Context: an optimization exercise on an open-source flow, tuned for small area and a short achievable clock period. The choices shown serve that exercise and are no tape-out recipe. Only simulation tests tie the RTL to the original design; equivalence was not proved.

==> flow/design.v <==
module shifter #(
  parameter int AMOUNT = 1
) (
  input  logic [15:0] shift_in,
  output logic [15:0] shift_out
);
  assign shift_out = (shift_in << AMOUNT) | (shift_in >> (16 - AMOUNT));
endmodule
module round (
  input  logic [15:0] x_in, w_in, k1, k2,
  output logic [15:0] x_out, w_out
);
  logic [15:0] a1, a2, a8, x1, b1, b2, b8;
  shifter #(1) A1 (x_in, a1);
  shifter #(8) A8 (x_in, a8);
  shifter #(2) A2 (x_in, a2);
  assign x1 = (a1 & a8) ^ (a2 ^ w_in);
  shifter #(1) B1 (x1, b1);
  shifter #(8) B8 (x1, b8);
  shifter #(2) B2 (x1, b2);
  assign x_out = (b1 & b8) ^ (b2 ^ (x_in ^ k1));
  assign w_out = x1 ^ k2;
endmodule
module key_gen (
  input  logic [63:0] key_in,
  input  logic        z0, z1,
  output logic [63:0] key_out
);
  logic [15:0] p, k1, k2, k3, k4, k5, pn, c0, c1, bc0;
  logic [15:0] k2r1, k3r1, k3r3, k3r4, k3r6, k3r8, pr3, pr4, c0r3, c0r4;
  assign p  = key_in[15:0];
  assign k1 = key_in[31:16];
  assign k2 = key_in[47:32];
  assign k3 = key_in[63:48];
  assign c0 = {14'h3fff, 1'b0, z0};
  assign c1 = {14'h3fff, 1'b0, z1};
  shifter #(15) R2a (k2, k2r1);      
  shifter #(15) R3a (k3, k3r1);      
  shifter #(13) R3b (k3, k3r3);      
  shifter #(12) R3c (k3, k3r4);      
  shifter #(10) R3d (k3, k3r6);      
  shifter #(8)  R3e (k3, k3r8);      
  shifter #(13) RPa (p, pr3);        
  shifter #(12) RPb (p, pr4);        
  shifter #(13) RCa (c0, c0r3);      
  shifter #(12) RCb (c0, c0r4);      
  assign bc0 = c0r3 ^ c0r4;
  assign k4 = p ^ (k3r3 ^ k3r4) ^ c0;
  assign k5 = (k1 ^ (k2 ^ k2r1)) ^ ((pr3 ^ pr4) ^ (k3r6 ^ k3r8)) ^ bc0 ^ c1;
  assign pn = k2 ^ k3 ^ k3r1;
  assign key_out = {k5, k4, k3, pn};
endmodule
module simon32_64 (
	input  logic clk, reset,
	input  logic in_valid,
	output logic in_ready,
	input  logic [31:0] plaintext,
	input  logic [63:0] key,
	output logic out_valid,
	output logic [31:0] ciphertext
);
	localparam logic [2:0] A_FIRST = 3'b110;
	localparam logic [3:0] B_LAST  = 4'b1101;
	logic [15:0] xa, wa, xb, wb;
	logic [63:0] ka, kb;
	logic [2:0]  ca, ca_next;
	logic [3:0]  cb, cb_next;
	logic        va, free_b, busy_b, last_b;
	logic [15:0] xab, wab, xba, wba;
	logic [63:0] kab, kba;
	always_comb begin
		case (ca)
			3'b110:  cb_next = 4'b1100;
			3'b100:  cb_next = 4'b1000;
			3'b000:  cb_next = 4'b1001;
			3'b010:  cb_next = 4'b0100;
			3'b011:  cb_next = 4'b1010;
			3'b001:  cb_next = 4'b0101;
			3'b111:  cb_next = 4'b0000;
			default: cb_next = 4'b1101;
		endcase
		case (cb)
			4'b1100: ca_next = 3'b100;
			4'b1000: ca_next = 3'b000;
			4'b1001: ca_next = 3'b010;
			4'b0100: ca_next = 3'b011;
			4'b1010: ca_next = 3'b001;
			4'b0101: ca_next = 3'b111;
			default: ca_next = 3'b101;
		endcase
	end
	assign last_b = (cb == B_LAST);
	round   rab (xa, wa, ka[31:16], ka[47:32], xab, wab);
	key_gen gab (ka, ca[2], ca[1], kab);
	round   rba (xb, wb, kb[31:16], kb[47:32] & {16{!last_b}}, xba, wba);
	key_gen gba (kb, cb[3], cb[2], kba);
	always_ff @(posedge clk) begin
		xb <= xab;
		wb <= wab;
		kb <= kab;
		cb <= cb_next;
		if (!busy_b) begin
			xa <= plaintext[31:16];
			wa <= plaintext[15:0] ^ key[15:0];
			ka <= {key[63:16], key[15:0] ^ key[31:16] ^ {key[16], key[31:17]}};
			ca <= A_FIRST;
		end else begin
			xa <= xba;
			wa <= wba;
			ka <= kba;
			ca <= ca_next;
		end
	end
	always_ff @(posedge clk) begin
		if (reset) begin
			va        <= 1'b0;
			free_b    <= 1'b1;
			busy_b    <= 1'b0;
			out_valid <= 1'b0;
		end else begin
			va        <= free_b ? in_valid : !last_b;
			free_b    <= !va;
			busy_b    <= va;
			out_valid <= !free_b && last_b;
		end
	end
	assign in_ready   = free_b;
	assign ciphertext = {xa, wa};
endmodule
export LEC_CHECK = 0
export CAP_MARGIN = 20
export CORE_MARGIN = 2
export CORE_UTILIZATION = 40
export CTS_CLUSTER_DIAMETER = 100
export CTS_CLUSTER_SIZE = 25
export SETUP_SLACK_MARGIN = 0.9
export SLEW_MARGIN = 20
create_clock -name core_clock -period 2.5 [get_ports {clk}]
standard.sh (not shown) runs the stock make flow with config.mk's settings and CLKGATE_MAP_FILE= SYNTH_SCRIPT=/design/flow/synth_recipe.tcl, a recipe that flattens the netlist after the stock synthesis.
==> flow/flow/run.sh <==
#!/bin/bash
# Standard layout (the standard.sh) with two changes:
#  - the port buffers are plain buffers instead of the delay cells that
#    buffer_ports picks by default;
#  - the slow cells listed in flow/dont_use.txt are added to the platform's
#    don't-use list, so that synthesis maps the XOR-heavy logic onto faster
#    two-input gates.
set -euo pipefail
export BUFFER_PORTS_ARGS="-buffer_cell sky130_fd_sc_hd__buf_2"
export CTS_ARGS="-repair_clock_nets -buf_list sky130_fd_sc_hd__clkbuf_8 -root_buf sky130_fd_sc_hd__clkbuf_16"
plat=$(make -s -C "$FLOW_HOME" DESIGN_CONFIG="$PWD/config.mk" WORK_HOME="$PWD/orfs" \
  print-DONT_USE_CELLS 2> print_dont_use.log | sed -n 's/^DONT_USE_CELLS: //p')
extra=$(grep -v '^#' flow/dont_use.txt | tr '\n' ' ')
echo "platform: $plat" > dont_use.log
echo "added: $extra" >> dont_use.log
bash standard.sh "DONT_USE_CELLS=$plat $extra" finish > standard_finish.log 2>&1
==> flow/flow/dont_use.txt <==
# slow cells kept out of synthesis and repair
sky130_fd_sc_hd__xor3_1
sky130_fd_sc_hd__xor3_2
sky130_fd_sc_hd__xor3_4
sky130_fd_sc_hd__xnor3_1
sky130_fd_sc_hd__xnor3_2
sky130_fd_sc_hd__xnor3_4
sky130_fd_sc_hd__or4_1
sky130_fd_sc_hd__or4_2
sky130_fd_sc_hd__or4_4
sky130_fd_sc_hd__nor4_1
sky130_fd_sc_hd__nor4_2
sky130_fd_sc_hd__nor4_4
sky130_fd_sc_hd__and4_1
sky130_fd_sc_hd__and4_2
sky130_fd_sc_hd__and4_4
sky130_fd_sc_hd__nand4_1
sky130_fd_sc_hd__nand4_2
sky130_fd_sc_hd__nand4_4
sky130_fd_sc_hd__or4b_1
sky130_fd_sc_hd__or4bb_1
sky130_fd_sc_hd__nor4b_1
sky130_fd_sc_hd__nor4bb_1
sky130_fd_sc_hd__or3_1
sky130_fd_sc_hd__or3b_1
sky130_fd_sc_hd__nor3_1
Next try:
--- a/flow/design.v
+++ b/flow/design.v
@@ -66,5 +66,5 @@
 	logic [2:0]  ca, ca_next;
 	logic [3:0]  cb, cb_next;
-	logic        va, free_b, busy_b, last_b;
+	logic        va, free_b, last_b;
 	logic [15:0] xab, wab, xba, wba;
 	logic [63:0] kab, kba;
@@ -100,5 +100,5 @@
 		kb <= kab;
 		cb <= cb_next;
-		if (!busy_b) begin
+		if (free_b) begin
 			xa <= plaintext[31:16];
 			wa <= plaintext[15:0] ^ key[15:0];
@@ -116,10 +116,8 @@
 			va        <= 1'b0;
 			free_b    <= 1'b1;
-			busy_b    <= 1'b0;
 			out_valid <= 1'b0;
 		end else begin
 			va        <= free_b ? in_valid : !last_b;
 			free_b    <= !va;
-			busy_b    <= va;
 			out_valid <= !free_b && last_b;
 		end
Outcome: The changed run completed without violations. Sequential share of layout area went down by 0.85 points. Via count shrinks by 3.7%. Wire length decreases by 2.0%. Setup slack gains 0.065 ns. Critical path depth decreases by 3. First-iteration DRC count went up by 8.1%. Fmax grows by 4.2%.

## afterwards: timing with drivers on the ports
No port has a modelled driver above. Below, the same layouts with a new extraction and two added sets of constraints.
Step 1 assumes that a clkbuf_16 drives the clock port and a buf_2 every other input.
Step 2 moves the port delays by t, midway between the first and last clock arrival at a register: inputs arrive t later, outputs are due t later. That takes back most of the time a late clock gives input paths.
Three values: no drivers, after step 1, after step 2; two values: the first two.
run	t, ns	setup slack, ns	worst setup path at the end	latest minus earliest clock arrival (ns)	worst slew at a driven data input, ns
the first run	0.448	0.883 / 0.883 / 0.883	register to register	0.014 / 0.014	0.04
the second run	0.446	0.947 / 0.899 / 0.959	register to register	0.018 / 0.018	0.05
After both steps every run listed still meets setup and hold.
